From an optimization exercise on the open Yosys and OpenROAD flow, aimed at small area, a short achievable clock period and few clock cycles per item; shortcuts taken in it are not production practice.
The RTL was checked by simulation tests, not by an equivalence proof against the original design.

## rev 12
## exec_unit_top
module exec_unit_top
(
    input  logic        clk,
    input  logic        rst,
    input  logic        branch_mispredict,
    input  logic        in_valid,
    input  logic [6:0]  opcode,
    input  logic [6:0]  funct7,
    input  logic [2:0]  funct3,
    input  logic        alu_cmp,
    input  logic [2:0]  aluop,
    input  logic [2:0]  cmpop,
    input  logic [31:0] rs1_v,
    input  logic [31:0] rs2_v,
    input  logic [3:0]  rob_id_dest,
    output logic        ready,
    output logic [3:0]  rob_id,
    output logic [31:0] rd_data
);
==> flow/config.mk <==
export PLATFORM = sky130hd
export DESIGN_NAME = exec_unit_top
export DESIGN_NICKNAME = exec_unit_top
export VERILOG_FILES = /design/flow/design.v
export SDC_FILE = /design/flow/constraint.sdc
export NUM_CORES = 4
export LEC_CHECK = 0
export ABC_AREA = 1
export CAP_MARGIN = 20
export CORE_MARGIN = 2
export CORE_UTILIZATION = 30
export SETUP_SLACK_MARGIN = 2
export SLEW_MARGIN = 20
==> flow/constraint.sdc <==
create_clock -name core_clock -period 12.0 [get_ports {clk}]
set_input_delay 2.4000 -clock core_clock [delete_from_list [all_inputs] [get_ports {clk}]]
set_output_delay 2.4000 -clock core_clock [all_outputs]
set_load 0.01 [all_outputs]
run.sh (not shown) runs the stock make flow with config.mk's settings and CLKGATE_MAP_FILE= SYNTH_SCRIPT=/design/flow/synth_recipe.tcl, a recipe that flattens the netlist after the stock synthesis.
Testbench counts of rev 12, summed over its fixed seeds: cycles 10,517, items 5,600.
The following lists how rev 13 was set up differently from rev 12:
- CORE_UTILIZATION changed from 30 to 40
- ABC_AREA removed (was 1)
- GPL_TIMING_DRIVEN newly set to 0
==> summary.txt <==
Between rev 13 and rev 12, it is rev 13 whose time the final worst path needs with I/O delays and setup is higher, by 0.22 ns. The die of rev 13 is smaller than the one used in rev 12. In the tables for rev 12 and rev 13, overall global routing resource usage reads lower with rev 12. Comparing rev 12 and rev 13, the higher buffer share of cell area was measured on rev 13. Taking rev 12 as the reference, in rev 13 combined area of all synthesized cells moved up; number of cells produced by synthesis moved down; post-detailed-placement half-perimeter wirelength moved up.

Setup of main:
Starting RTL as in the previous note.
// exec_unit_top
module exec_unit_top
(
    input  logic        clk,
    input  logic        rst,
    input  logic        branch_mispredict,
    input  logic        in_valid,
    input  logic [6:0]  opcode,
    input  logic [6:0]  funct7,
    input  logic [2:0]  funct3,
    input  logic        alu_cmp,
    input  logic [2:0]  aluop,
    input  logic [2:0]  cmpop,
    input  logic [31:0] rs1_v,
    input  logic [31:0] rs2_v,
    input  logic [3:0]  rob_id_dest,
    output logic        ready,
    output logic [3:0]  rob_id,
    output logic [31:0] rd_data
);
    logic is_m, is_mul, is_div;
    assign is_m   = (opcode == 7'b0110011) && (funct7 == 7'b0000001);
    assign is_mul = is_m & ~funct3[2];
    assign is_div = is_m &  funct3[2];
    logic        busy, done;
    logic [3:0]  cnt;
    logic [63:0] acc;      
    logic [1:0]  pend;     
    logic [32:0] bal;      
    logic [31:0] alu_f;
    alu_cmp_unit u_alu (
        .alu_cmp(alu_cmp), .aluop(aluop), .cmpop(cmpop),
        .a(rs1_v), .b(rs2_v), .f(alu_f)
    );
    function automatic logic [4:0] fits(input logic [32:0] v);
        logic [32:0] d;
        d = v ^ {33{v[32]}};       
        for (int k = 1; k <= 5; k++) fits[k-1] = ((d >> (6*k-1)) == 33'd0);
    endfunction
  ...
clock: 12.0 ns
lec_check: 0
abc_area: 1
cap_margin: 20
core_margin: 2
core_utilization: 40
setup_slack_margin: 3
slew_margin: 20
Testbench counts of main, summed over its fixed seeds: cycles 10,517, items 5,600.
Relative to main, the following input files were edited for the feature branch:
# main
export LEC_CHECK = 0
export ABC_AREA = 1
export CAP_MARGIN = 20
export CORE_MARGIN = 2
export CORE_UTILIZATION = 40
export SETUP_SLACK_MARGIN = 3
export SLEW_MARGIN = 20
create_clock -name core_clock -period 12.0 [get_ports {clk}]
# the feature branch
export LEC_CHECK = 0
export ABC_AREA = 1
export CAP_MARGIN = 20
export CORE_MARGIN = 2
export CORE_UTILIZATION = 50
export SETUP_SLACK_MARGIN = 2
export SLEW_MARGIN = 20
create_clock -name core_clock -period 12.0 [get_ports {clk}]
==> comparison <==
Compared with main, in the feature branch met3 wire length up about 8%, biggest fanout along the worst timing path up 5. Compared with main, the feature branch instantiates a smaller number of standard cells. Cmp the feature branch vs main: final wirelength lower in the feature branch. Comparing main against the feature branch, there is no change at all in flip-flop and latch count. Looking only at cell area after layout, and setting everything else aside, the higher value of the feature branch and main goes to main. Going from main to the feature branch, layout overhead on the synthesized area shows a reduction of 17 points; final setup slack of the worst path shows a reduction of 810 ps; minimum setup slack among reg-to-reg paths shows a reduction of 400 ps.

==> what the ideal ports hide <==
The flow's constraints put no driver on any port. The routed layouts listed below were extracted and timed again, unchanged, in two steps.
Step 1 (the two cells are an assumption about what drives the block):
set clk [get_ports {clk}]
set_driving_cell -lib_cell sky130_fd_sc_hd__clkbuf_16 $clk
set_driving_cell -lib_cell sky130_fd_sc_hd__buf_2 [delete_from_list [all_inputs] $clk]
Step 2 also shifts input and output timing later by t, the mid clock arrival at the registers, as if the neighbouring blocks saw the same clock.
a / b / c = ideal ports / drivers / drivers and shift; a / b = the first two.
run	t (ns)	slack for setup (ns)	clock arrival spread, ns	worst slew at a driven data input, ns
rev 12	0.465	2.107 / 2.041 / 1.892	0.030 / 0.030	0.16
rev 13	0.469	1.889 / 1.906 / 1.437	0.014 / 0.014	0.05
main	0.469	2.709 / 2.677 / 2.237	0.035 / 0.036	0.07
the feature branch	0.454	1.895 / 1.872 / 1.854	0.022 / 0.021	0.07
After both steps every run listed still meets setup and hold. For main, which loses most, drivers alone change the setup slack by -0.032 ns; drivers and shift together by -0.472 ns.
